From an optimization exercise on the open Yosys and OpenROAD flow, aimed at small area and a short achievable clock period; shortcuts taken in it are not production practice. Only the layout flow was run in this run; the RTL was not checked for function there. Power figures rest on the tool's default switching activity, not on a simulated workload.

## flow/config.mk

```make
export PLATFORM = sky130hd
export DESIGN_NAME = residual_block
export DESIGN_NICKNAME = residual_block
export VERILOG_FILES = /design/flow/design.v
export SDC_FILE = /design/flow/constraint.sdc
export NUM_CORES = 4
export LEC_CHECK = 0
export CAP_MARGIN = 20
export CORE_MARGIN = 2
export CORE_UTILIZATION = 40
export SLEW_MARGIN = 20
```

## flow/constraint.sdc

```tcl
create_clock -name core_clock -period 10.0 [get_ports {clk}]
set_input_delay 2.0000 -clock core_clock [delete_from_list [all_inputs] [get_ports {clk}]]
set_output_delay 2.0000 -clock core_clock [all_outputs]
set_load 0.01 [all_outputs]
```

## flow/design.v

```verilog
`timescale 1ns / 1ps
module residual_block (
    input clk,
    input rst,
    input start,
    output reg done,
    input  signed [127:0] input_tensor,
    input  [7:0]  conv1_weights_flat,
    input  [7:0]  conv1_bias_flat,
    input  [31:0] conv2_weights_flat,
    input  [7:0]  conv2_bias_flat,
    input  [7:0]  conv3_weights_flat,
    input  [7:0]  conv3_bias_flat,
    input  [7:0]  conv_shortcut_weights_flat,
    input  [7:0]  conv_shortcut_bias_flat,
    output reg signed [71:0] output_tensor
);
    reg [3:0] cnt;
    always @(posedge clk or posedge rst) begin
        if (rst) begin
            cnt  <= 4'd0;
            done <= 1'b0;
        end else if (!start) begin
            cnt  <= 4'd0;
            done <= 1'b0;
        end else begin
            if (cnt != 4'd11) cnt <= cnt + 4'd1;
            if (cnt == 4'd11) done <= 1'b1;
        end
    end
    reg [1:0] oh, ow;
    always @(*) begin
        case (cnt)
            4'd0: begin oh = 2'd0; ow = 2'd0; end
            4'd1: begin oh = 2'd0; ow = 2'd1; end
            4'd2: begin oh = 2'd0; ow = 2'd2; end
            4'd3: begin oh = 2'd1; ow = 2'd0; end
            4'd4: begin oh = 2'd1; ow = 2'd1; end
            4'd5: begin oh = 2'd1; ow = 2'd2; end
            4'd6: begin oh = 2'd2; ow = 2'd0; end
            4'd7: begin oh = 2'd2; ow = 2'd1; end
            default: begin oh = 2'd2; ow = 2'd2; end
        endcase
    end
    reg [7:0] X0, X1, X2, X3, WR0, WR1, WR2, WR3, XS;
    reg [1:0] r0, r1, c0, c1;
    always @(*) begin
        r0 = oh[0] ? oh + 2'd1 : oh;     
        r1 = oh[0] ? oh : oh + 2'd1;     
        c0 = ow[0] ? ow + 2'd1 : ow;
        c1 = ow[0] ? ow : ow + 2'd1;
    end
    always @(posedge clk) begin
        X0  <= input_tensor[{r0, c0}*8 +: 8];
        X1  <= input_tensor[{r0, c1}*8 +: 8];
        X2  <= input_tensor[{r1, c0}*8 +: 8];
        X3  <= input_tensor[{r1, c1}*8 +: 8];
        WR0 <= conv2_weights_flat[{oh[0], ow[0]}*8 +: 8];
        WR1 <= conv2_weights_flat[{oh[0], ~ow[0]}*8 +: 8];
        WR2 <= conv2_weights_flat[{~oh[0], ow[0]}*8 +: 8];
        WR3 <= conv2_weights_flat[{~oh[0], ~ow[0]}*8 +: 8];
        XS  <= input_tensor[cnt*8 +: 8];
    end
    reg [7:0] w1r, w3r, b1r, b2r, b3r, wsr;
    always @(posedge clk) begin
        w1r <= conv1_weights_flat;
        w3r <= conv3_weights_flat;
        b1r <= conv1_bias_flat;
        b2r <= conv2_bias_flat;
        b3r <= conv3_bias_flat;
        wsr <= conv_shortcut_weights_flat;
    end
    reg [7:0] Wr, Zr, Yr, swr, Cp;
    wire p1 = w1r[0] & w3r[0];
    wire p2 = w1r[0] & w3r[1];
    wire p3 = w1r[0] & w3r[2];
    wire p4 = w1r[0] & w3r[3];
    wire p5 = w1r[0] & w3r[4];
    wire p6 = w1r[0] & w3r[5];
    wire p7 = w1r[0] & w3r[6];
    wire p8 = w1r[0] & w3r[7];
    wire p9 = w1r[1] & w3r[0];
    wire p10 = w1r[1] & w3r[1];
    wire p11 = w1r[1] & w3r[2];
    wire p12 = w1r[1] & w3r[3];
    wire p13 = w1r[1] & w3r[4];
    wire p14 = w1r[1] & w3r[5];
    wire p15 = w1r[1] & w3r[6];
    wire p16 = w1r[2] & w3r[0];
    wire p17 = w1r[2] & w3r[1];
    wire p18 = w1r[2] & w3r[2];
    wire p19 = w1r[2] & w3r[3];
    wire p20 = w1r[2] & w3r[4];
    wire p21 = w1r[2] & w3r[5];
    wire p22 = w1r[3] & w3r[0];
    wire p23 = w1r[3] & w3r[1];
    wire p24 = w1r[3] & w3r[2];
    wire p25 = w1r[3] & w3r[3];
    wire p26 = w1r[3] & w3r[4];
    wire p27 = w1r[4] & w3r[0];
    wire p28 = w1r[4] & w3r[1];
    wire p29 = w1r[4] & w3r[2];
    wire p30 = w1r[4] & w3r[3];
    wire p31 = w1r[5] & w3r[0];
    wire p32 = w1r[5] & w3r[1];
    wire p33 = w1r[5] & w3r[2];
    wire p34 = w1r[6] & w3r[0];
    wire p35 = w1r[6] & w3r[1];
    wire p36 = w1r[7] & w3r[0];
    wire n37 = p3 ^ p10 ^ p16;
    wire n38 = (p3 & p10) | (p3 & p16) | (p10 & p16);
    wire n39 = p4 ^ p11 ^ p17;
    wire n40 = (p4 & p11) | (p4 & p17) | (p11 & p17);
    wire n41 = p22 ^ n38 ^ n39;
    wire n42 = (p22 & n38) | (p22 & n39) | (n38 & n39);
    wire n43 = p5 ^ p12 ^ p18;
    wire n44 = (p5 & p12) | (p5 & p18) | (p12 & p18);
    wire n45 = p23 ^ p27 ^ n40;
    wire n46 = (p23 & p27) | (p23 & n40) | (p27 & n40);
    wire n47 = n43 ^ n45 ^ n42;
    wire n48 = (n43 & n45) | (n43 & n42) | (n45 & n42);
    wire n49 = p6 ^ p13 ^ p19;
    wire n50 = (p6 & p13) | (p6 & p19) | (p13 & p19);
    wire n51 = p24 ^ p28 ^ p31;
    wire n52 = (p24 & p28) | (p24 & p31) | (p28 & p31);
    wire n53 = n44 ^ n49 ^ n51;
    wire n54 = (n44 & n49) | (n44 & n51) | (n49 & n51);
    wire n55 = n46 ^ n53 ^ n48;
    wire n56 = (n46 & n53) | (n46 & n48) | (n53 & n48);
    wire n57 = p7 ^ p14 ^ p20;
    wire n58 = (p7 & p14) | (p7 & p20) | (p14 & p20);
    wire n59 = p25 ^ p29 ^ p32;
    wire n60 = (p25 & p29) | (p25 & p32) | (p29 & p32);
    wire n61 = p34 ^ n50 ^ n52;
    wire n62 = (p34 & n50) | (p34 & n52) | (n50 & n52);
    wire n63 = n57 ^ n59 ^ n61;
    wire n64 = (n57 & n59) | (n57 & n61) | (n59 & n61);
    wire n65 = n54 ^ n63 ^ n56;
    wire n66 = (n54 & n63) | (n54 & n56) | (n63 & n56);
    wire n67 = p8 ^ p15;
    wire n68 = p21 ^ p26;
    wire n69 = p30 ^ p33;
    wire n70 = p35 ^ p36;
    wire n71 = n67 ^ n68;
    wire n72 = n69 ^ n70;
    wire n73 = n58 ^ n60;
    wire n74 = n71 ^ n72;
    wire n75 = n73 ^ n74;
    wire n76 = n62 ^ n75;
    wire n77 = n76 ^ n64;
    wire [7:0] W_n_a = {n77, n65, n55, n47, n41, n37, p2, p1};
    wire [7:0] W_n_b = {n66, 1'b0, 1'b0, 1'b0, 1'b0, 1'b0, p9, 1'b0};
    wire [7:0] W_n = W_n_a + W_n_b;
    wire p78 = w3r[0] & b1r[0];
    wire p79 = w3r[0] & b1r[1];
    wire p80 = w3r[0] & b1r[2];
    wire p81 = w3r[0] & b1r[3];
    wire p82 = w3r[0] & b1r[4];
    wire p83 = w3r[0] & b1r[5];
    wire p84 = w3r[0] & b1r[6];
    wire p85 = w3r[0] & b1r[7];
    wire p86 = w3r[1] & b1r[0];
    wire p87 = w3r[1] & b1r[1];
    wire p88 = w3r[1] & b1r[2];
    wire p89 = w3r[1] & b1r[3];
    wire p90 = w3r[1] & b1r[4];
    wire p91 = w3r[1] & b1r[5];
    wire p92 = w3r[1] & b1r[6];
    wire p93 = w3r[2] & b1r[0];
    wire p94 = w3r[2] & b1r[1];
    wire p95 = w3r[2] & b1r[2];
    wire p96 = w3r[2] & b1r[3];
    wire p97 = w3r[2] & b1r[4];
    wire p98 = w3r[2] & b1r[5];
    wire p99 = w3r[3] & b1r[0];
    wire p100 = w3r[3] & b1r[1];
    wire p101 = w3r[3] & b1r[2];
    wire p102 = w3r[3] & b1r[3];
    wire p103 = w3r[3] & b1r[4];
    wire p104 = w3r[4] & b1r[0];
    wire p105 = w3r[4] & b1r[1];
    wire p106 = w3r[4] & b1r[2];
    wire p107 = w3r[4] & b1r[3];
    wire p108 = w3r[5] & b1r[0];
    wire p109 = w3r[5] & b1r[1];
    wire p110 = w3r[5] & b1r[2];
    wire p111 = w3r[6] & b1r[0];
    wire p112 = w3r[6] & b1r[1];
    wire p113 = w3r[7] & b1r[0];
    wire n114 = p80 ^ p87 ^ p93;
    wire n115 = (p80 & p87) | (p80 & p93) | (p87 & p93);
    wire n116 = p81 ^ p88 ^ p94;
    wire n117 = (p81 & p88) | (p81 & p94) | (p88 & p94);
    wire n118 = p99 ^ n115 ^ n116;
    wire n119 = (p99 & n115) | (p99 & n116) | (n115 & n116);
    wire n120 = p82 ^ p89 ^ p95;
    wire n121 = (p82 & p89) | (p82 & p95) | (p89 & p95);
    wire n122 = p100 ^ p104 ^ n117;
    wire n123 = (p100 & p104) | (p100 & n117) | (p104 & n117);
    wire n124 = n120 ^ n122 ^ n119;
    wire n125 = (n120 & n122) | (n120 & n119) | (n122 & n119);
    wire n126 = p83 ^ p90 ^ p96;
    wire n127 = (p83 & p90) | (p83 & p96) | (p90 & p96);
    wire n128 = p101 ^ p105 ^ p108;
    wire n129 = (p101 & p105) | (p101 & p108) | (p105 & p108);
    wire n130 = n121 ^ n126 ^ n128;
    wire n131 = (n121 & n126) | (n121 & n128) | (n126 & n128);
    wire n132 = n123 ^ n130 ^ n125;
    wire n133 = (n123 & n130) | (n123 & n125) | (n130 & n125);
    wire n134 = p84 ^ p91 ^ p97;
    wire n135 = (p84 & p91) | (p84 & p97) | (p91 & p97);
    wire n136 = p102 ^ p106 ^ p109;
    wire n137 = (p102 & p106) | (p102 & p109) | (p106 & p109);
    wire n138 = p111 ^ n127 ^ n129;
    wire n139 = (p111 & n127) | (p111 & n129) | (n127 & n129);
    wire n140 = n134 ^ n136 ^ n138;
    wire n141 = (n134 & n136) | (n134 & n138) | (n136 & n138);
    wire n142 = n131 ^ n140 ^ n133;
    wire n143 = (n131 & n140) | (n131 & n133) | (n140 & n133);
    wire n144 = p85 ^ p92;
    wire n145 = p98 ^ p103;
    wire n146 = p107 ^ p110;
    wire n147 = p112 ^ p113;
    wire n148 = n144 ^ n145;
    wire n149 = n146 ^ n147;
    wire n150 = n135 ^ n137;
    wire n151 = n148 ^ n149;
    wire n152 = n150 ^ n151;
    wire n153 = n139 ^ n152;
    wire n154 = n153 ^ n141;
    wire [7:0] Z_n_a = {n154, n142, n132, n124, n118, n114, p79, p78};
    wire [7:0] Z_n_b = {n143, 1'b0, 1'b0, 1'b0, 1'b0, 1'b0, p86, 1'b0};
    wire [7:0] Z_n = Z_n_a + Z_n_b;
    wire p155 = w3r[0] & b2r[0];
    wire p156 = w3r[0] & b2r[1];
    wire p157 = w3r[0] & b2r[2];
    wire p158 = w3r[0] & b2r[3];
    wire p159 = w3r[0] & b2r[4];
    wire p160 = w3r[0] & b2r[5];
    wire p161 = w3r[0] & b2r[6];
    wire p162 = w3r[0] & b2r[7];
    wire p163 = w3r[1] & b2r[0];
    wire p164 = w3r[1] & b2r[1];
    wire p165 = w3r[1] & b2r[2];
    wire p166 = w3r[1] & b2r[3];
    wire p167 = w3r[1] & b2r[4];
    wire p168 = w3r[1] & b2r[5];
    wire p169 = w3r[1] & b2r[6];
    wire p170 = w3r[2] & b2r[0];
    wire p171 = w3r[2] & b2r[1];
    wire p172 = w3r[2] & b2r[2];
    wire p173 = w3r[2] & b2r[3];
    wire p174 = w3r[2] & b2r[4];
    wire p175 = w3r[2] & b2r[5];
    wire p176 = w3r[3] & b2r[0];
    wire p177 = w3r[3] & b2r[1];
    wire p178 = w3r[3] & b2r[2];
    wire p179 = w3r[3] & b2r[3];
    wire p180 = w3r[3] & b2r[4];
    wire p181 = w3r[4] & b2r[0];
    wire p182 = w3r[4] & b2r[1];
    wire p183 = w3r[4] & b2r[2];
    wire p184 = w3r[4] & b2r[3];
    wire p185 = w3r[5] & b2r[0];
    wire p186 = w3r[5] & b2r[1];
    wire p187 = w3r[5] & b2r[2];
    wire p188 = w3r[6] & b2r[0];
    wire p189 = w3r[6] & b2r[1];
    wire p190 = w3r[7] & b2r[0];
    wire n191 = b3r[1] ^ p156 ^ p163;
    wire n192 = (b3r[1] & p156) | (b3r[1] & p163) | (p156 & p163);
    wire n193 = b3r[2] ^ p157 ^ p164;
    wire n194 = (b3r[2] & p157) | (b3r[2] & p164) | (p157 & p164);
    wire n195 = p170 ^ n192 ^ n193;
    wire n196 = (p170 & n192) | (p170 & n193) | (n192 & n193);
    wire n197 = b3r[3] ^ p158 ^ p165;
    wire n198 = (b3r[3] & p158) | (b3r[3] & p165) | (p158 & p165);
    wire n199 = p171 ^ p176 ^ n194;
    wire n200 = (p171 & p176) | (p171 & n194) | (p176 & n194);
    wire n201 = n197 ^ n199 ^ n196;
    wire n202 = (n197 & n199) | (n197 & n196) | (n199 & n196);
    wire n203 = b3r[4] ^ p159 ^ p166;
    wire n204 = (b3r[4] & p159) | (b3r[4] & p166) | (p159 & p166);
    wire n205 = p172 ^ p177 ^ p181;
    wire n206 = (p172 & p177) | (p172 & p181) | (p177 & p181);
    wire n207 = n198 ^ n203 ^ n205;
    wire n208 = (n198 & n203) | (n198 & n205) | (n203 & n205);
    wire n209 = n200 ^ n207 ^ n202;
    wire n210 = (n200 & n207) | (n200 & n202) | (n207 & n202);
    wire n211 = b3r[5] ^ p160 ^ p167;
    wire n212 = (b3r[5] & p160) | (b3r[5] & p167) | (p160 & p167);
    wire n213 = p173 ^ p178 ^ p182;
    wire n214 = (p173 & p178) | (p173 & p182) | (p178 & p182);
    wire n215 = p185 ^ n204 ^ n206;
    wire n216 = (p185 & n204) | (p185 & n206) | (n204 & n206);
    wire n217 = n211 ^ n213 ^ n215;
    wire n218 = (n211 & n213) | (n211 & n215) | (n213 & n215);
    wire n219 = n208 ^ n217 ^ n210;
    wire n220 = (n208 & n217) | (n208 & n210) | (n217 & n210);
    wire n221 = b3r[6] ^ p161 ^ p168;
    wire n222 = (b3r[6] & p161) | (b3r[6] & p168) | (p161 & p168);
    wire n223 = p174 ^ p179 ^ p183;
    wire n224 = (p174 & p179) | (p174 & p183) | (p179 & p183);
    wire n225 = p186 ^ p188 ^ n212;
    wire n226 = (p186 & p188) | (p186 & n212) | (p188 & n212);
    wire n227 = n214 ^ n221 ^ n223;
    wire n228 = (n214 & n221) | (n214 & n223) | (n221 & n223);
    wire n229 = n216 ^ n225 ^ n227;
    wire n230 = (n216 & n225) | (n216 & n227) | (n225 & n227);
    wire n231 = n218 ^ n229 ^ n220;
    wire n232 = (n218 & n229) | (n218 & n220) | (n229 & n220);
    wire n233 = b3r[7] ^ p162;
    wire n234 = p169 ^ p175;
    wire n235 = p180 ^ p184;
    wire n236 = p187 ^ p189;
    wire n237 = p190 ^ n233;
    wire n238 = n234 ^ n235;
    wire n239 = n236 ^ n222;
    wire n240 = n224 ^ n237;
    wire n241 = n238 ^ n239;
    wire n242 = n240 ^ n226;
    wire n243 = n241 ^ n228;
    wire n244 = n242 ^ n243;
    wire n245 = n244 ^ n230;
    wire [7:0] Y_n_a = {n245, n231, n219, n209, n201, n195, n191, b3r[0]};
    wire [7:0] Y_n_b = {n232, 1'b0, 1'b0, 1'b0, 1'b0, 1'b0, 1'b0, p155};
    wire [7:0] Y_n = Y_n_a + Y_n_b;
    wire [7:0] sw_n = WR0 + WR1 + WR2 + WR3;
    always @(posedge clk) begin Wr <= W_n; Zr <= Z_n; Yr <= Y_n; swr <= sw_n; end
    wire p246 = Zr[0] & swr[0];
    wire p247 = Zr[0] & swr[1];
    wire p248 = Zr[0] & swr[2];
    wire p249 = Zr[0] & swr[3];
    wire p250 = Zr[0] & swr[4];
    wire p251 = Zr[0] & swr[5];
    wire p252 = Zr[0] & swr[6];
    wire p253 = Zr[0] & swr[7];
    wire p254 = Zr[1] & swr[0];
    wire p255 = Zr[1] & swr[1];
    wire p256 = Zr[1] & swr[2];
    wire p257 = Zr[1] & swr[3];
    wire p258 = Zr[1] & swr[4];
    wire p259 = Zr[1] & swr[5];
    wire p260 = Zr[1] & swr[6];
    wire p261 = Zr[2] & swr[0];
    wire p262 = Zr[2] & swr[1];
    wire p263 = Zr[2] & swr[2];
    wire p264 = Zr[2] & swr[3];
    wire p265 = Zr[2] & swr[4];
    wire p266 = Zr[2] & swr[5];
    wire p267 = Zr[3] & swr[0];
    wire p268 = Zr[3] & swr[1];
    wire p269 = Zr[3] & swr[2];
    wire p270 = Zr[3] & swr[3];
    wire p271 = Zr[3] & swr[4];
    wire p272 = Zr[4] & swr[0];
    wire p273 = Zr[4] & swr[1];
    wire p274 = Zr[4] & swr[2];
    wire p275 = Zr[4] & swr[3];
    wire p276 = Zr[5] & swr[0];
    wire p277 = Zr[5] & swr[1];
    wire p278 = Zr[5] & swr[2];
    wire p279 = Zr[6] & swr[0];
    wire p280 = Zr[6] & swr[1];
    wire p281 = Zr[7] & swr[0];
    wire n282 = Yr[1] ^ p247 ^ p254;
    wire n283 = (Yr[1] & p247) | (Yr[1] & p254) | (p247 & p254);
    wire n284 = Yr[2] ^ p248 ^ p255;
    wire n285 = (Yr[2] & p248) | (Yr[2] & p255) | (p248 & p255);
    wire n286 = p261 ^ n283 ^ n284;
    wire n287 = (p261 & n283) | (p261 & n284) | (n283 & n284);
    wire n288 = Yr[3] ^ p249 ^ p256;
    wire n289 = (Yr[3] & p249) | (Yr[3] & p256) | (p249 & p256);
    wire n290 = p262 ^ p267 ^ n285;
    wire n291 = (p262 & p267) | (p262 & n285) | (p267 & n285);
    wire n292 = n288 ^ n290 ^ n287;
    wire n293 = (n288 & n290) | (n288 & n287) | (n290 & n287);
    wire n294 = Yr[4] ^ p250 ^ p257;
    wire n295 = (Yr[4] & p250) | (Yr[4] & p257) | (p250 & p257);
    wire n296 = p263 ^ p268 ^ p272;
    wire n297 = (p263 & p268) | (p263 & p272) | (p268 & p272);
    wire n298 = n289 ^ n294 ^ n296;
    wire n299 = (n289 & n294) | (n289 & n296) | (n294 & n296);
    wire n300 = n291 ^ n298 ^ n293;
    wire n301 = (n291 & n298) | (n291 & n293) | (n298 & n293);
    wire n302 = Yr[5] ^ p251 ^ p258;
    wire n303 = (Yr[5] & p251) | (Yr[5] & p258) | (p251 & p258);
    wire n304 = p264 ^ p269 ^ p273;
    wire n305 = (p264 & p269) | (p264 & p273) | (p269 & p273);
    wire n306 = p276 ^ n295 ^ n297;
    wire n307 = (p276 & n295) | (p276 & n297) | (n295 & n297);
    wire n308 = n302 ^ n304 ^ n306;
    wire n309 = (n302 & n304) | (n302 & n306) | (n304 & n306);
    wire n310 = n299 ^ n308 ^ n301;
    wire n311 = (n299 & n308) | (n299 & n301) | (n308 & n301);
    wire n312 = Yr[6] ^ p252 ^ p259;
    wire n313 = (Yr[6] & p252) | (Yr[6] & p259) | (p252 & p259);
    wire n314 = p265 ^ p270 ^ p274;
    wire n315 = (p265 & p270) | (p265 & p274) | (p270 & p274);
    wire n316 = p277 ^ p279 ^ n303;
    wire n317 = (p277 & p279) | (p277 & n303) | (p279 & n303);
    wire n318 = n305 ^ n312 ^ n314;
    wire n319 = (n305 & n312) | (n305 & n314) | (n312 & n314);
    wire n320 = n307 ^ n316 ^ n318;
    wire n321 = (n307 & n316) | (n307 & n318) | (n316 & n318);
    wire n322 = n309 ^ n320 ^ n311;
    wire n323 = (n309 & n320) | (n309 & n311) | (n320 & n311);
    wire n324 = Yr[7] ^ p253;
    wire n325 = p260 ^ p266;
    wire n326 = p271 ^ p275;
    wire n327 = p278 ^ p280;
    wire n328 = p281 ^ n324;
    wire n329 = n325 ^ n326;
    wire n330 = n327 ^ n313;
    wire n331 = n315 ^ n328;
    wire n332 = n329 ^ n330;
    wire n333 = n331 ^ n317;
    wire n334 = n332 ^ n319;
    wire n335 = n333 ^ n334;
    wire n336 = n335 ^ n321;
    wire [7:0] C_n_a = {n336, n322, n310, n300, n292, n286, n282, Yr[0]};
    wire [7:0] C_n_b = {n323, 1'b0, 1'b0, 1'b0, 1'b0, 1'b0, 1'b0, p246};
    wire [7:0] C_n = C_n_a + C_n_b;
    always @(posedge clk) Cp <= C_n;
    wire p337 = X0[0] & WR0[0];
    wire p338 = X0[0] & WR0[1];
    wire p339 = X0[0] & WR0[2];
    wire p340 = X0[0] & WR0[3];
    wire p341 = X0[0] & WR0[4];
    wire p342 = X0[0] & WR0[5];
    wire p343 = X0[0] & WR0[6];
    wire p344 = X0[0] & WR0[7];
    wire p345 = X0[1] & WR0[0];
    wire p346 = X0[1] & WR0[1];
    wire p347 = X0[1] & WR0[2];
    wire p348 = X0[1] & WR0[3];
    wire p349 = X0[1] & WR0[4];
    wire p350 = X0[1] & WR0[5];
    wire p351 = X0[1] & WR0[6];
    wire p352 = X0[2] & WR0[0];
    wire p353 = X0[2] & WR0[1];
    wire p354 = X0[2] & WR0[2];
    wire p355 = X0[2] & WR0[3];
    wire p356 = X0[2] & WR0[4];
    wire p357 = X0[2] & WR0[5];
    wire p358 = X0[3] & WR0[0];
    wire p359 = X0[3] & WR0[1];
    wire p360 = X0[3] & WR0[2];
    wire p361 = X0[3] & WR0[3];
    wire p362 = X0[3] & WR0[4];
    wire p363 = X0[4] & WR0[0];
    wire p364 = X0[4] & WR0[1];
    wire p365 = X0[4] & WR0[2];
    wire p366 = X0[4] & WR0[3];
    wire p367 = X0[5] & WR0[0];
    wire p368 = X0[5] & WR0[1];
    wire p369 = X0[5] & WR0[2];
    wire p370 = X0[6] & WR0[0];
    wire p371 = X0[6] & WR0[1];
    wire p372 = X0[7] & WR0[0];
    wire p373 = X1[0] & WR1[0];
    wire p374 = X1[0] & WR1[1];
    wire p375 = X1[0] & WR1[2];
    wire p376 = X1[0] & WR1[3];
    wire p377 = X1[0] & WR1[4];
    wire p378 = X1[0] & WR1[5];
    wire p379 = X1[0] & WR1[6];
    wire p380 = X1[0] & WR1[7];
    wire p381 = X1[1] & WR1[0];
    wire p382 = X1[1] & WR1[1];
    wire p383 = X1[1] & WR1[2];
    wire p384 = X1[1] & WR1[3];
    wire p385 = X1[1] & WR1[4];
    wire p386 = X1[1] & WR1[5];
    wire p387 = X1[1] & WR1[6];
    wire p388 = X1[2] & WR1[0];
    wire p389 = X1[2] & WR1[1];
    wire p390 = X1[2] & WR1[2];
    wire p391 = X1[2] & WR1[3];
    wire p392 = X1[2] & WR1[4];
    wire p393 = X1[2] & WR1[5];
    wire p394 = X1[3] & WR1[0];
    wire p395 = X1[3] & WR1[1];
    wire p396 = X1[3] & WR1[2];
    wire p397 = X1[3] & WR1[3];
    wire p398 = X1[3] & WR1[4];
    wire p399 = X1[4] & WR1[0];
    wire p400 = X1[4] & WR1[1];
    wire p401 = X1[4] & WR1[2];
    wire p402 = X1[4] & WR1[3];
    wire p403 = X1[5] & WR1[0];
    wire p404 = X1[5] & WR1[1];
    wire p405 = X1[5] & WR1[2];
    wire p406 = X1[6] & WR1[0];
    wire p407 = X1[6] & WR1[1];
    wire p408 = X1[7] & WR1[0];
    wire p409 = X2[0] & WR2[0];
    wire p410 = X2[0] & WR2[1];
    wire p411 = X2[0] & WR2[2];
    wire p412 = X2[0] & WR2[3];
    wire p413 = X2[0] & WR2[4];
    wire p414 = X2[0] & WR2[5];
    wire p415 = X2[0] & WR2[6];
    wire p416 = X2[0] & WR2[7];
    wire p417 = X2[1] & WR2[0];
    wire p418 = X2[1] & WR2[1];
    wire p419 = X2[1] & WR2[2];
    wire p420 = X2[1] & WR2[3];
    wire p421 = X2[1] & WR2[4];
    wire p422 = X2[1] & WR2[5];
    wire p423 = X2[1] & WR2[6];
    wire p424 = X2[2] & WR2[0];
    wire p425 = X2[2] & WR2[1];
    wire p426 = X2[2] & WR2[2];
    wire p427 = X2[2] & WR2[3];
    wire p428 = X2[2] & WR2[4];
    wire p429 = X2[2] & WR2[5];
    wire p430 = X2[3] & WR2[0];
    wire p431 = X2[3] & WR2[1];
    wire p432 = X2[3] & WR2[2];
    wire p433 = X2[3] & WR2[3];
    wire p434 = X2[3] & WR2[4];
    wire p435 = X2[4] & WR2[0];
    wire p436 = X2[4] & WR2[1];
    wire p437 = X2[4] & WR2[2];
    wire p438 = X2[4] & WR2[3];
    wire p439 = X2[5] & WR2[0];
    wire p440 = X2[5] & WR2[1];
    wire p441 = X2[5] & WR2[2];
    wire p442 = X2[6] & WR2[0];
    wire p443 = X2[6] & WR2[1];
    wire p444 = X2[7] & WR2[0];
    wire p445 = X3[0] & WR3[0];
    wire p446 = X3[0] & WR3[1];
    wire p447 = X3[0] & WR3[2];
    wire p448 = X3[0] & WR3[3];
    wire p449 = X3[0] & WR3[4];
    wire p450 = X3[0] & WR3[5];
    wire p451 = X3[0] & WR3[6];
    wire p452 = X3[0] & WR3[7];
    wire p453 = X3[1] & WR3[0];
    wire p454 = X3[1] & WR3[1];
    wire p455 = X3[1] & WR3[2];
    wire p456 = X3[1] & WR3[3];
    wire p457 = X3[1] & WR3[4];
    wire p458 = X3[1] & WR3[5];
    wire p459 = X3[1] & WR3[6];
    wire p460 = X3[2] & WR3[0];
    wire p461 = X3[2] & WR3[1];
    wire p462 = X3[2] & WR3[2];
    wire p463 = X3[2] & WR3[3];
    wire p464 = X3[2] & WR3[4];
    wire p465 = X3[2] & WR3[5];
    wire p466 = X3[3] & WR3[0];
    wire p467 = X3[3] & WR3[1];
    wire p468 = X3[3] & WR3[2];
    wire p469 = X3[3] & WR3[3];
    wire p470 = X3[3] & WR3[4];
    wire p471 = X3[4] & WR3[0];
    wire p472 = X3[4] & WR3[1];
    wire p473 = X3[4] & WR3[2];
    wire p474 = X3[4] & WR3[3];
    wire p475 = X3[5] & WR3[0];
    wire p476 = X3[5] & WR3[1];
    wire p477 = X3[5] & WR3[2];
    wire p478 = X3[6] & WR3[0];
    wire p479 = X3[6] & WR3[1];
    wire p480 = X3[7] & WR3[0];
    wire n481 = p337 ^ p373 ^ p409;
    wire n482 = (p337 & p373) | (p337 & p409) | (p373 & p409);
    wire n483 = p338 ^ p345 ^ p374;
    wire n484 = (p338 & p345) | (p338 & p374) | (p345 & p374);
    wire n485 = p381 ^ p410 ^ p417;
    wire n486 = (p381 & p410) | (p381 & p417) | (p410 & p417);
    wire n487 = p446 ^ p453 ^ n482;
    wire n488 = (p446 & p453) | (p446 & n482) | (p453 & n482);
    wire n489 = n483 ^ n485 ^ n487;
    wire n490 = (n483 & n485) | (n483 & n487) | (n485 & n487);
    wire n491 = p339 ^ p346 ^ p352;
    wire n492 = (p339 & p346) | (p339 & p352) | (p346 & p352);
    wire n493 = p375 ^ p382 ^ p388;
    wire n494 = (p375 & p382) | (p375 & p388) | (p382 & p388);
    wire n495 = p411 ^ p418 ^ p424;
    wire n496 = (p411 & p418) | (p411 & p424) | (p418 & p424);
    wire n497 = p447 ^ p454 ^ p460;
    wire n498 = (p447 & p454) | (p447 & p460) | (p454 & p460);
    wire n499 = n484 ^ n486 ^ n491;
    wire n500 = (n484 & n486) | (n484 & n491) | (n486 & n491);
    wire n501 = n493 ^ n495 ^ n497;
    wire n502 = (n493 & n495) | (n493 & n497) | (n495 & n497);
    wire n503 = n488 ^ n499 ^ n501;
    wire n504 = (n488 & n499) | (n488 & n501) | (n499 & n501);
    wire n505 = p340 ^ p347 ^ p353;
    wire n506 = (p340 & p347) | (p340 & p353) | (p347 & p353);
    wire n507 = p358 ^ p376 ^ p383;
    wire n508 = (p358 & p376) | (p358 & p383) | (p376 & p383);
    wire n509 = p389 ^ p394 ^ p412;
    wire n510 = (p389 & p394) | (p389 & p412) | (p394 & p412);
    wire n511 = p419 ^ p425 ^ p430;
    wire n512 = (p419 & p425) | (p419 & p430) | (p425 & p430);
    wire n513 = p448 ^ p455 ^ p461;
    wire n514 = (p448 & p455) | (p448 & p461) | (p455 & p461);
    wire n515 = p466 ^ n492 ^ n494;
    wire n516 = (p466 & n492) | (p466 & n494) | (n492 & n494);
    wire n517 = n496 ^ n498 ^ n505;
    wire n518 = (n496 & n498) | (n496 & n505) | (n498 & n505);
    wire n519 = n507 ^ n509 ^ n511;
    wire n520 = (n507 & n509) | (n507 & n511) | (n509 & n511);
    wire n521 = n513 ^ n500 ^ n502;
    wire n522 = (n513 & n500) | (n513 & n502) | (n500 & n502);
    wire n523 = n515 ^ n517 ^ n519;
    wire n524 = (n515 & n517) | (n515 & n519) | (n517 & n519);
    wire n525 = n504 ^ n521 ^ n523;
    wire n526 = (n504 & n521) | (n504 & n523) | (n521 & n523);
    wire n527 = p341 ^ p348 ^ p354;
    wire n528 = (p341 & p348) | (p341 & p354) | (p348 & p354);
    wire n529 = p359 ^ p363 ^ p377;
    wire n530 = (p359 & p363) | (p359 & p377) | (p363 & p377);
    wire n531 = p384 ^ p390 ^ p395;
    wire n532 = (p384 & p390) | (p384 & p395) | (p390 & p395);
    wire n533 = p399 ^ p413 ^ p420;
    wire n534 = (p399 & p413) | (p399 & p420) | (p413 & p420);
    wire n535 = p426 ^ p431 ^ p435;
    wire n536 = (p426 & p431) | (p426 & p435) | (p431 & p435);
    wire n537 = p449 ^ p456 ^ p462;
    wire n538 = (p449 & p456) | (p449 & p462) | (p456 & p462);
    wire n539 = p467 ^ p471 ^ n506;
    wire n540 = (p467 & p471) | (p467 & n506) | (p471 & n506);
    wire n541 = n508 ^ n510 ^ n512;
    wire n542 = (n508 & n510) | (n508 & n512) | (n510 & n512);
    wire n543 = n514 ^ n527 ^ n529;
    wire n544 = (n514 & n527) | (n514 & n529) | (n527 & n529);
    wire n545 = n531 ^ n533 ^ n535;
    wire n546 = (n531 & n533) | (n531 & n535) | (n533 & n535);
    wire n547 = n537 ^ n516 ^ n518;
    wire n548 = (n537 & n516) | (n537 & n518) | (n516 & n518);
    wire n549 = n520 ^ n539 ^ n541;
    wire n550 = (n520 & n539) | (n520 & n541) | (n539 & n541);
    wire n551 = n543 ^ n545 ^ n522;
    wire n552 = (n543 & n545) | (n543 & n522) | (n545 & n522);
    wire n553 = n524 ^ n547 ^ n549;
    wire n554 = (n524 & n547) | (n524 & n549) | (n547 & n549);
    wire n555 = n551 ^ n526 ^ n553;
    wire n556 = (n551 & n526) | (n551 & n553) | (n526 & n553);
    wire n557 = p342 ^ p349 ^ p355;
    wire n558 = (p342 & p349) | (p342 & p355) | (p349 & p355);
    wire n559 = p360 ^ p364 ^ p367;
    wire n560 = (p360 & p364) | (p360 & p367) | (p364 & p367);
    wire n561 = p378 ^ p385 ^ p391;
    wire n562 = (p378 & p385) | (p378 & p391) | (p385 & p391);
    wire n563 = p396 ^ p400 ^ p403;
    wire n564 = (p396 & p400) | (p396 & p403) | (p400 & p403);
    wire n565 = p414 ^ p421 ^ p427;
    wire n566 = (p414 & p421) | (p414 & p427) | (p421 & p427);
    wire n567 = p432 ^ p436 ^ p439;
    wire n568 = (p432 & p436) | (p432 & p439) | (p436 & p439);
    wire n569 = p450 ^ p457 ^ p463;
    wire n570 = (p450 & p457) | (p450 & p463) | (p457 & p463);
    wire n571 = p468 ^ p472 ^ p475;
    wire n572 = (p468 & p472) | (p468 & p475) | (p472 & p475);
    wire n573 = n528 ^ n530 ^ n532;
    wire n574 = (n528 & n530) | (n528 & n532) | (n530 & n532);
    wire n575 = n534 ^ n536 ^ n538;
    wire n576 = (n534 & n536) | (n534 & n538) | (n536 & n538);
    wire n577 = n557 ^ n559 ^ n561;
    wire n578 = (n557 & n559) | (n557 & n561) | (n559 & n561);
    wire n579 = n563 ^ n565 ^ n567;
    wire n580 = (n563 & n565) | (n563 & n567) | (n565 & n567);
    wire n581 = n569 ^ n571 ^ n540;
    wire n582 = (n569 & n571) | (n569 & n540) | (n571 & n540);
    wire n583 = n542 ^ n544 ^ n546;
    wire n584 = (n542 & n544) | (n542 & n546) | (n544 & n546);
    wire n585 = n573 ^ n575 ^ n577;
    wire n586 = (n573 & n575) | (n573 & n577) | (n575 & n577);
    wire n587 = n579 ^ n548 ^ n550;
    wire n588 = (n579 & n548) | (n579 & n550) | (n548 & n550);
    wire n589 = n581 ^ n583 ^ n585;
    wire n590 = (n581 & n583) | (n581 & n585) | (n583 & n585);
    wire n591 = n552 ^ n554 ^ n587;
    wire n592 = (n552 & n554) | (n552 & n587) | (n554 & n587);
    wire n593 = n589 ^ n556;
    wire n594 = n589 & n556;
    wire n595 = p343 ^ p350 ^ p356;
    wire n596 = (p343 & p350) | (p343 & p356) | (p350 & p356);
    wire n597 = p361 ^ p365 ^ p368;
    wire n598 = (p361 & p365) | (p361 & p368) | (p365 & p368);
    wire n599 = p370 ^ p379 ^ p386;
    wire n600 = (p370 & p379) | (p370 & p386) | (p379 & p386);
    wire n601 = p392 ^ p397 ^ p401;
    wire n602 = (p392 & p397) | (p392 & p401) | (p397 & p401);
    wire n603 = p404 ^ p406 ^ p415;
    wire n604 = (p404 & p406) | (p404 & p415) | (p406 & p415);
    wire n605 = p422 ^ p428 ^ p433;
    wire n606 = (p422 & p428) | (p422 & p433) | (p428 & p433);
    wire n607 = p437 ^ p440 ^ p442;
    wire n608 = (p437 & p440) | (p437 & p442) | (p440 & p442);
    wire n609 = p451 ^ p458 ^ p464;
    wire n610 = (p451 & p458) | (p451 & p464) | (p458 & p464);
    wire n611 = p469 ^ p473 ^ p476;
    wire n612 = (p469 & p473) | (p469 & p476) | (p473 & p476);
    wire n613 = p478 ^ n558 ^ n560;
    wire n614 = (p478 & n558) | (p478 & n560) | (n558 & n560);
    wire n615 = n562 ^ n564 ^ n566;
    wire n616 = (n562 & n564) | (n562 & n566) | (n564 & n566);
    wire n617 = n568 ^ n570 ^ n572;
    wire n618 = (n568 & n570) | (n568 & n572) | (n570 & n572);
    wire n619 = n595 ^ n597 ^ n599;
    wire n620 = (n595 & n597) | (n595 & n599) | (n597 & n599);
    wire n621 = n601 ^ n603 ^ n605;
    wire n622 = (n601 & n603) | (n601 & n605) | (n603 & n605);
    wire n623 = n607 ^ n609 ^ n611;
    wire n624 = (n607 & n609) | (n607 & n611) | (n609 & n611);
    wire n625 = n574 ^ n576 ^ n578;
    wire n626 = (n574 & n576) | (n574 & n578) | (n576 & n578);
    wire n627 = n580 ^ n613 ^ n615;
    wire n628 = (n580 & n613) | (n580 & n615) | (n613 & n615);
    wire n629 = n617 ^ n619 ^ n621;
    wire n630 = (n617 & n619) | (n617 & n621) | (n619 & n621);
    wire n631 = n623 ^ n582 ^ n584;
    wire n632 = (n623 & n582) | (n623 & n584) | (n582 & n584);
    wire n633 = n586 ^ n625 ^ n627;
    wire n634 = (n586 & n625) | (n586 & n627) | (n625 & n627);
    wire n635 = n629 ^ n588 ^ n631;
    wire n636 = (n629 & n588) | (n629 & n631) | (n588 & n631);
    wire n637 = n590 ^ n633 ^ n592;
    wire n638 = (n590 & n633) | (n590 & n592) | (n633 & n592);
    wire n639 = p344 ^ p351;
    wire n640 = p357 ^ p362;
    wire n641 = p366 ^ p369;
    wire n642 = p371 ^ p372;
    wire n643 = p380 ^ p387;
    wire n644 = p393 ^ p398;
    wire n645 = p402 ^ p405;
    wire n646 = p407 ^ p408;
    wire n647 = p416 ^ p423;
    wire n648 = p429 ^ p434;
    wire n649 = p438 ^ p441;
    wire n650 = p443 ^ p444;
    wire n651 = p452 ^ p459;
    wire n652 = p465 ^ p470;
    wire n653 = p474 ^ p477;
    wire n654 = p479 ^ p480;
    wire n655 = n639 ^ n640;
    wire n656 = n641 ^ n642;
    wire n657 = n643 ^ n644;
    wire n658 = n645 ^ n646;
    wire n659 = n647 ^ n648;
    wire n660 = n649 ^ n650;
    wire n661 = n651 ^ n652;
    wire n662 = n653 ^ n654;
    wire n663 = n596 ^ n598;
    wire n664 = n600 ^ n602;
    wire n665 = n604 ^ n606;
    wire n666 = n608 ^ n610;
    wire n667 = n612 ^ n655;
    wire n668 = n656 ^ n657;
    wire n669 = n658 ^ n659;
    wire n670 = n660 ^ n661;
    wire n671 = n662 ^ n663;
    wire n672 = n664 ^ n665;
    wire n673 = n666 ^ n667;
    wire n674 = n668 ^ n669;
    wire n675 = n670 ^ n614;
    wire n676 = n616 ^ n618;
    wire n677 = n671 ^ n672;
    wire n678 = n673 ^ n674;
    wire n679 = n620 ^ n622;
    wire n680 = n624 ^ n675;
    wire n681 = n676 ^ n677;
    wire n682 = n678 ^ n679;
    wire n683 = n680 ^ n681;
    wire n684 = n626 ^ n628;
    wire n685 = n682 ^ n630;
    wire n686 = n683 ^ n684;
    wire n687 = n685 ^ n632;
    wire n688 = n686 ^ n634;
    wire n689 = n687 ^ n688;
    wire n690 = n636 ^ n689;
    reg [13:0] S2;
    always @(posedge clk) S2 <= {n638, n690, n637, n594, n635, n593, n591, n555, n525, n503, n490, n489, n481, p445};
    reg [7:0] U2;
    wire p691 = wsr[0] & XS[0];
    wire p692 = wsr[0] & XS[1];
    wire p693 = wsr[0] & XS[2];
    wire p694 = wsr[0] & XS[3];
    wire p695 = wsr[0] & XS[4];
    wire p696 = wsr[0] & XS[5];
    wire p697 = wsr[0] & XS[6];
    wire p698 = wsr[0] & XS[7];
    wire p699 = wsr[1] & XS[0];
    wire p700 = wsr[1] & XS[1];
    wire p701 = wsr[1] & XS[2];
    wire p702 = wsr[1] & XS[3];
    wire p703 = wsr[1] & XS[4];
    wire p704 = wsr[1] & XS[5];
    wire p705 = wsr[1] & XS[6];
    wire p706 = wsr[2] & XS[0];
    wire p707 = wsr[2] & XS[1];
    wire p708 = wsr[2] & XS[2];
    wire p709 = wsr[2] & XS[3];
    wire p710 = wsr[2] & XS[4];
    wire p711 = wsr[2] & XS[5];
    wire p712 = wsr[3] & XS[0];
    wire p713 = wsr[3] & XS[1];
    wire p714 = wsr[3] & XS[2];
    wire p715 = wsr[3] & XS[3];
    wire p716 = wsr[3] & XS[4];
    wire p717 = wsr[4] & XS[0];
    wire p718 = wsr[4] & XS[1];
    wire p719 = wsr[4] & XS[2];
    wire p720 = wsr[4] & XS[3];
    wire p721 = wsr[5] & XS[0];
    wire p722 = wsr[5] & XS[1];
    wire p723 = wsr[5] & XS[2];
    wire p724 = wsr[6] & XS[0];
    wire p725 = wsr[6] & XS[1];
    wire p726 = wsr[7] & XS[0];
    wire n727 = p693 ^ p700 ^ p706;
    wire n728 = (p693 & p700) | (p693 & p706) | (p700 & p706);
    wire n729 = p694 ^ p701 ^ p707;
    wire n730 = (p694 & p701) | (p694 & p707) | (p701 & p707);
    wire n731 = p712 ^ n728 ^ n729;
    wire n732 = (p712 & n728) | (p712 & n729) | (n728 & n729);
    wire n733 = p695 ^ p702 ^ p708;
    wire n734 = (p695 & p702) | (p695 & p708) | (p702 & p708);
    wire n735 = p713 ^ p717 ^ n730;
    wire n736 = (p713 & p717) | (p713 & n730) | (p717 & n730);
    wire n737 = n733 ^ n732 ^ n735;
    wire n738 = (n733 & n732) | (n733 & n735) | (n732 & n735);
    wire n739 = p696 ^ p703 ^ p709;
    wire n740 = (p696 & p703) | (p696 & p709) | (p703 & p709);
    wire n741 = p714 ^ p718 ^ p721;
    wire n742 = (p714 & p718) | (p714 & p721) | (p718 & p721);
    wire n743 = n734 ^ n739 ^ n741;
    wire n744 = (n734 & n739) | (n734 & n741) | (n739 & n741);
    wire n745 = n736 ^ n743 ^ n738;
    wire n746 = (n736 & n743) | (n736 & n738) | (n743 & n738);
    wire n747 = p697 ^ p704 ^ p710;
    wire n748 = (p697 & p704) | (p697 & p710) | (p704 & p710);
    wire n749 = p715 ^ p719 ^ p722;
    wire n750 = (p715 & p719) | (p715 & p722) | (p719 & p722);
    wire n751 = p724 ^ n740 ^ n742;
    wire n752 = (p724 & n740) | (p724 & n742) | (n740 & n742);
    wire n753 = n747 ^ n749 ^ n744;
    wire n754 = (n747 & n749) | (n747 & n744) | (n749 & n744);
    wire n755 = n751 ^ n753 ^ n746;
    wire n756 = (n751 & n753) | (n751 & n746) | (n753 & n746);
    wire n757 = p698 ^ p705;
    wire n758 = p711 ^ p716;
    wire n759 = p720 ^ p723;
    wire n760 = p725 ^ p726;
    wire n761 = n757 ^ n758;
    wire n762 = n759 ^ n760;
    wire n763 = n748 ^ n750;
    wire n764 = n761 ^ n762;
    wire n765 = n763 ^ n764;
    wire n766 = n752 ^ n765;
    wire n767 = n766 ^ n754;
    wire [7:0] U_n_a = {n767, n755, n745, n737, n731, n727, p692, p691};
    wire [7:0] U_n_b = {n756, 1'b0, 1'b0, 1'b0, 1'b0, 1'b0, p699, 1'b0};
    wire [7:0] U_n = U_n_a + U_n_b;
    always @(posedge clk) U2 <= U_n;
    wire n768 = S2[9] ^ S2[10] ^ S2[11];
    wire n769 = (S2[9] & S2[10]) | (S2[9] & S2[11]) | (S2[10] & S2[11]);
    wire n770 = S2[12] ^ S2[13];
    wire [7:0] S3_a = {n770, n768, S2[7], S2[6], S2[5], S2[3], S2[2], S2[0]};
    wire [7:0] S3_b = {n769, 1'b0, S2[8], 1'b0, 1'b0, S2[4], 1'b0, S2[1]};
    wire [7:0] S = S3_a + S3_b;
    wire p771 = Wr[0] & S[0];
    wire p772 = Wr[0] & S[1];
    wire p773 = Wr[0] & S[2];
    wire p774 = Wr[0] & S[3];
    wire p775 = Wr[0] & S[4];
    wire p776 = Wr[0] & S[5];
    wire p777 = Wr[0] & S[6];
    wire p778 = Wr[0] & S[7];
    wire p779 = Wr[1] & S[0];
    wire p780 = Wr[1] & S[1];
    wire p781 = Wr[1] & S[2];
    wire p782 = Wr[1] & S[3];
    wire p783 = Wr[1] & S[4];
    wire p784 = Wr[1] & S[5];
    wire p785 = Wr[1] & S[6];
    wire p786 = Wr[2] & S[0];
    wire p787 = Wr[2] & S[1];
    wire p788 = Wr[2] & S[2];
    wire p789 = Wr[2] & S[3];
    wire p790 = Wr[2] & S[4];
    wire p791 = Wr[2] & S[5];
    wire p792 = Wr[3] & S[0];
    wire p793 = Wr[3] & S[1];
    wire p794 = Wr[3] & S[2];
    wire p795 = Wr[3] & S[3];
    wire p796 = Wr[3] & S[4];
    wire p797 = Wr[4] & S[0];
    wire p798 = Wr[4] & S[1];
    wire p799 = Wr[4] & S[2];
    wire p800 = Wr[4] & S[3];
    wire p801 = Wr[5] & S[0];
    wire p802 = Wr[5] & S[1];
    wire p803 = Wr[5] & S[2];
    wire p804 = Wr[6] & S[0];
    wire p805 = Wr[6] & S[1];
    wire p806 = Wr[7] & S[0];
    wire n807 = p773 ^ p780 ^ p786;
    wire n808 = (p773 & p780) | (p773 & p786) | (p780 & p786);
    wire n809 = p774 ^ p781 ^ p787;
    wire n810 = (p774 & p781) | (p774 & p787) | (p781 & p787);
    wire n811 = p792 ^ n808 ^ n809;
    wire n812 = (p792 & n808) | (p792 & n809) | (n808 & n809);
    wire n813 = p775 ^ p782 ^ p788;
    wire n814 = (p775 & p782) | (p775 & p788) | (p782 & p788);
    wire n815 = p793 ^ p797 ^ n810;
    wire n816 = (p793 & p797) | (p793 & n810) | (p797 & n810);
    wire n817 = n813 ^ n812;
    wire n818 = n813 & n812;
    wire n819 = p776 ^ p783 ^ p789;
    wire n820 = (p776 & p783) | (p776 & p789) | (p783 & p789);
    wire n821 = p794 ^ p798 ^ p801;
    wire n822 = (p794 & p798) | (p794 & p801) | (p798 & p801);
    wire n823 = n814 ^ n819 ^ n821;
    wire n824 = (n814 & n819) | (n814 & n821) | (n819 & n821);
    wire n825 = n816 ^ n823;
    wire n826 = n816 & n823;
    wire n827 = p777 ^ p784 ^ p790;
    wire n828 = (p777 & p784) | (p777 & p790) | (p784 & p790);
    wire n829 = p795 ^ p799 ^ p802;
    wire n830 = (p795 & p799) | (p795 & p802) | (p799 & p802);
    wire n831 = p804 ^ n820 ^ n822;
    wire n832 = (p804 & n820) | (p804 & n822) | (n820 & n822);
    wire n833 = p778 ^ p785;
    wire n834 = p791 ^ p796;
    wire n835 = p800 ^ p803;
    wire n836 = p805 ^ p806;
    wire n837 = n833 ^ n834;
    wire n838 = n835 ^ n836;
    wire n839 = n828 ^ n830;
    wire n840 = n837 ^ n838;
    wire n841 = n839 ^ n840;
    reg [15:0] T3;
    always @(posedge clk) T3 <= {n841, n832, n826, n831, n824, n829, n827, n825, n818, n817, n815, n811, n807, p779, p772, p771};
    reg [7:0] U3;
    always @(posedge clk) U3 <= U2 + conv_shortcut_bias_flat;
    wire n842 = T3[1] ^ T3[2] ^ Cp[1];
    wire n843 = (T3[1] & T3[2]) | (T3[1] & Cp[1]) | (T3[2] & Cp[1]);
    wire n844 = T3[3] ^ Cp[2] ^ n843;
    wire n845 = (T3[3] & Cp[2]) | (T3[3] & n843) | (Cp[2] & n843);
    wire n846 = T3[4] ^ Cp[3] ^ n845;
    wire n847 = (T3[4] & Cp[3]) | (T3[4] & n845) | (Cp[3] & n845);
    wire n848 = T3[5] ^ T3[6] ^ Cp[4];
    wire n849 = (T3[5] & T3[6]) | (T3[5] & Cp[4]) | (T3[6] & Cp[4]);
    wire n850 = T3[7] ^ T3[8] ^ Cp[5];
    wire n851 = (T3[7] & T3[8]) | (T3[7] & Cp[5]) | (T3[8] & Cp[5]);
    wire n852 = T3[9] ^ T3[10] ^ T3[11];
    wire n853 = (T3[9] & T3[10]) | (T3[9] & T3[11]) | (T3[10] & T3[11]);
    wire n854 = T3[12] ^ T3[13] ^ Cp[6];
    wire n855 = (T3[12] & T3[13]) | (T3[12] & Cp[6]) | (T3[13] & Cp[6]);
    wire n856 = n851 ^ n852 ^ n854;
    wire n857 = (n851 & n852) | (n851 & n854) | (n852 & n854);
    wire n858 = T3[14] ^ T3[15];
    wire n859 = Cp[7] ^ n858;
    wire n860 = n853 ^ n855;
    wire n861 = n859 ^ n860;
    wire [7:0] T4_a = {n861, n856, n849, n848, n846, n844, n842, T3[0]};
    wire [7:0] T4_b = {n857, 1'b0, n850, n847, 1'b0, 1'b0, 1'b0, Cp[0]};
    wire [7:0] T = T4_a + T4_b;
    wire [7:0] O = T[7] ? U3 - 8'd1 : T + U3;
    wire [3:0] jw = cnt - 4'd3;
    integer j;
    always @(posedge clk) begin
        for (j = 0; j < 9; j = j + 1)
            if (start && !done && cnt >= 4'd3 && jw == j)
                output_tensor[j*8 +: 8] <= O;
    end
endmodule
```

## flow/run.sh

```bash
#!/bin/bash
# synth_recipe.tcl (not shown) runs the flow's synth.tcl, then flattens the netlist and writes it again
# the make line also repeats each setting of config.mk as NAME=value (left out here)
make -C /OpenROAD-flow-scripts/flow DESIGN_CONFIG=/design/flow/config.mk WORK_HOME=/design/flow/orfs CLKGATE_MAP_FILE= SYNTH_SCRIPT=/design/flow/synth_recipe.tcl finish
```

==> run summary <==
## cell type report
cell class | instances | share of cell area (%)
Clock inverter | 15 | 0.813
Clock buffer | 43 | 3.77
Antenna cell | 1 | 0.0107
Multi-Input combinational cell | 1112 | 49.3
Tap cell | 607 | 3.24
Sequential cell | 283 | 27.4
Inverter | 168 | 2.69
Timing Repair Buffer | 301 | 12.8
## power by group through the flow
stage,Clock [mW],Combinational (mW),Sequential [mW]
after CTS,1.21,5.42,2.46
after global placement,0,5.24,2.48
after floorplan,0,4.06,2.35
after global routing,1.25,6.06,2.49
after detailed placement,0,5.38,2.48
final,1.18,5.30,2.45
## cell families after synthesis
logic type                 Yosys count
AOI/OAI and AO/OA                   60
buffers and inverters              201
xor gates and xnor gates           196
DFF                                283
and+or+nand+nor                    467
muxes                              134
adders and majority gates          255
## per-stage QoR
stage,total power [mW],cell area [sq um],setup slack [ns],hold slack [ns]
3_3_place_gp,7.72,22300,5.54,0.456
5_1_grt,9.80,23400,5.02,0.482
3_5_place_dp,7.86,22300,5.42,0.449
4_1_cts,9.09,23400,5.40,0.468
2_1_floorplan,6.41,18700,5.85,0.420
6_report,8.93,23400,5.43,0.460
## final timing paths
check	from	endpoint	slack, ns	cells past startpoint
worst min register to register	U2[0]$_DFF_P_	U3[0]$_DFF_P_	0.46	1
min in group asynchronous	rst	done$_DFFE_PP0P_	1.66	2
worst max-delay path	Cp[1]$_DFF_P_	output_tensor[15]$_DFFE_PP_	5.43	17
worst min-delay path	U2[0]$_DFF_P_	U3[0]$_DFF_P_	0.46	1
max in group asynchronous	rst	cnt[2]$_DFFE_PP0P_	8.12	2
worst max register to register	Cp[1]$_DFF_P_	output_tensor[15]$_DFFE_PP_	5.43	17
## cells in the mapped netlist, types with 2 or more instances
master / n / area (sq um)
and2b_1: 3 / 22.5
o21bai_1: 7 / 52.6
a21oi_1: 20 / 100
fa_1: 201 / 4020
o21ai_0: 7 / 35.0
xnor3_1: 3 / 67.6
a211oi_1: 9 / 67.6
or3_1: 2 / 12.5
mux4_2: 64 / 1440
mux2i_1: 70 / 701
buf_2: 15 / 75.1
clkbuf_1: 15 / 56.3
a22oi_1: 2 / 15.0
nor2_2: 2 / 12.5
edfxtp_1: 72 / 2160
dfxtp_1: 206 / 4120
xor2_1: 41 / 359
nor2_1: 12 / 45.0
nand3_1: 12 / 60.1
xnor2_1: 151 / 1320
a21o_1: 6 / 45.0
nor3_1: 5 / 25.0
nor2b_1: 10 / 62.6
nand3b_1: 6 / 45.0
inv_1: 166 / 623
nand2b_1: 3 / 18.8
a21boi_0: 2 / 15.0
and2_1: 234 / 1460
dfrtp_1: 5 / 125
ha_1: 54 / 676
nor3b_1: 7 / 52.6
a31oi_1: 3 / 18.8
inv_2: 2 / 7.51
buf_4: 2 / 15.0
nand2_1: 157 / 589
and2b_2: 2 / 17.5
and3_1: 7 / 43.8
## cells in the final DEF, fill, tap and decap left out, types with 4 or more instances in the layout
cell / Yosys / final
clkinvlp_4: 0 / 4
a21oi_1: 20 / 20
edfxtp_1: 72 / 72
o21ai_0: 7 / 7
mux2i_1: 70 / 70
a21o_1: 6 / 6
clkbuf_1: 15 / 5
nor3b_1: 7 / 7
and2_1: 234 / 234
inv_1: 166 / 166
clkbuf_8: 0 / 6
dfxtp_1: 206 / 206
ha_1: 54 / 54
and3_1: 7 / 7
nor2_1: 12 / 12
fa_1: 201 / 201
clkbuf_16: 0 / 31
xor2_1: 41 / 41
nor3_1: 5 / 5
nand3b_1: 6 / 6
nand3_1: 12 / 12
nor2b_1: 10 / 10
o21bai_1: 7 / 6
buf_4: 2 / 9
xnor2_1: 151 / 151
mux4_2: 64 / 64
a211oi_1: 9 / 8
nand2_1: 157 / 157
clkdlybuf4s50_1: 0 / 291
## layer usage
layer  vias to the layer above  GRT usage (%)
met5                         -              0
met4                         2           6.00
met3                        75           2.13
met2                       326           35.6
met1                      6045           25.6
li1                       5753              -
==> run summary <==
Crit Path Max Fanout=9; WP data arrival=4.85 ns; Cell Area, Synth=18,700 sq um; Pleak=9.50 nW; GPL Wtd Cong=0.965; P_sw=3.63 mW; Worst setup SP type=register; synthesized flop and latch total=283; GRT Resource Usage Total=20.0%; Final Skew=0.0169 ns; synth-to-layout area growth=25.1%; Port Buf Inserts=291; Critical Path Slowest Stage Cell=xor3_1; Final TNS setup=0 ns; Register Area=6410 sq um; DRT Wirelength=47.4 mm; XOR/XNOR Fraction of Synth Area=9.48%; Buf/Inv on CP=1; Vias/cell=4.82; Clk network pwr share=13.2%; worst endpoint required time=10.27 ns; mux share of post-synthesis cell area=11.4%; vias in the first global route=13,479; worst path cell trace=fa_1 -> inv_1 -> fa_1 -> fa_1 -> nand2b_1 -> o21bai_1 -> a21oi_1 -> or3_1 -> nand2_1 -> nand2_1 -> ha_1 -> nor2b_1 -> o21ai_0 -> a21boi_0 -> o21a_1 -> o21ai_0 -> xor3_1; Die H=220 um; Async S/R FF share, synth=1.77%; vias=12,201; max reg flops=72; Int Pwr=5.30 mW; DR DRC count=0; Root Driver=clkbuf_16; final core occ=50.5%; total core area=46,400 sq um; Regs by FF count=output_tensor (72), T3 (16), S2 (14); HPWL Detailed=38.4 mm; Fmax=219 MHz; iteration count of the initial detailed-routing pass=4; Final min period=4.57 ns; Final Max Tran Viols=0; CTS Sinks=283; final hold violation count=0; FILL cells=4,107; VDD IR max=0.000306 V; share of cells above drive strength 1=7.28%; synth unique cells=48; Ports=292; setup violators final=0; total CTS buffers=31; most flop-heavy register=output_tensor; Reg power frac=27.4%; placed instance count=2,471; area occupied by multi-input gates=11,500 sq um; clk buf depth=3; status=complete, no violations; met2 wire length=24.6 mm; period utilization=45.7%; Clock transition at path regs=0.06 ns; Yosys warning count=1; number of synthesized flops with an enable pin=72; Synth Area in Adders=25.1%; TritonCTS clock tree=yes; # Post-CTS Setup Buffers=0; die area=48,500 sq um; met3 WL=2.00 mm; top sig layer=met5; Nets=2,371; Chip Width=220 um; Setup Crit Path Kind=reg2reg; Initial Utilization=40.4%; drt wl/cell=18.7 um; unrepaired setup endpoints after global routing=false; Post-CTS Resized=0; Site Rows=79; switching share of total power=40.6%; Seq/Total Area, Yosys=34.3%; Max stage delay on crit path=0.51 ns; H-tree levels=1; Post-Syn Instances=1,596; combinational share of power=59.4%; Synth Area in Simple Gates=13.4%; dominant synthesized flop cell=dfxtp_1; Synth Area in Compound Gates=2.11%; PD cells=382 nW/um^2; Worst path most repeated cell=fa_1; number of antenna violations at the first check in global routing=2; first-pass GRT wire length=74.4 mm; Top delay family on crit path=adder cells; largest net degree at the start of global routing=41; max-cap viol count=0; GRT overflow=0; Antenna Violating Nets Remaining=0; Slew @ Worst Pin=0.921 ns; Post-Layout Cell Count=2,530; Avg Cell Area, Syn=11.7 sq um; main combinational cell family by area after synthesis=adder cells; CP endpoint kind=register; hold buffers post-CTS=0; min-delay worst type=reg2reg; latest clock arrival within the worst-skew pair=0.59 ns; slew margin rel.=38.1%; synthesized net count=2,070; Routed met1 length=19.6 mm; Initial DRC Count=610

[afterwards: timing with drivers on the ports]
No port has a modelled driver above. Below, the same layout with a new extraction and two added sets of constraints.
Step 1: set_driving_cell puts a clkbuf_16 on clk and a buf_2 on each other input, an assumption about the parent block.
Step 2 moves the port delays by t, midway between the first and last clock arrival at a register: inputs arrive t later, outputs are due t later. That takes back most of the time a late clock gives input paths.
Slacks: ideal / step 1 / step 2; pairs: ideal / step 1.
shift t [ns]: 0.632
setup WS [ns]: 5.428 / 5.428 / 5.428
worst setup path after step 2: register to register
After both steps setup and hold are still met in this run. For this run, drivers alone change the setup slack by 0.000 ns; drivers and shift together by 0.000 ns.
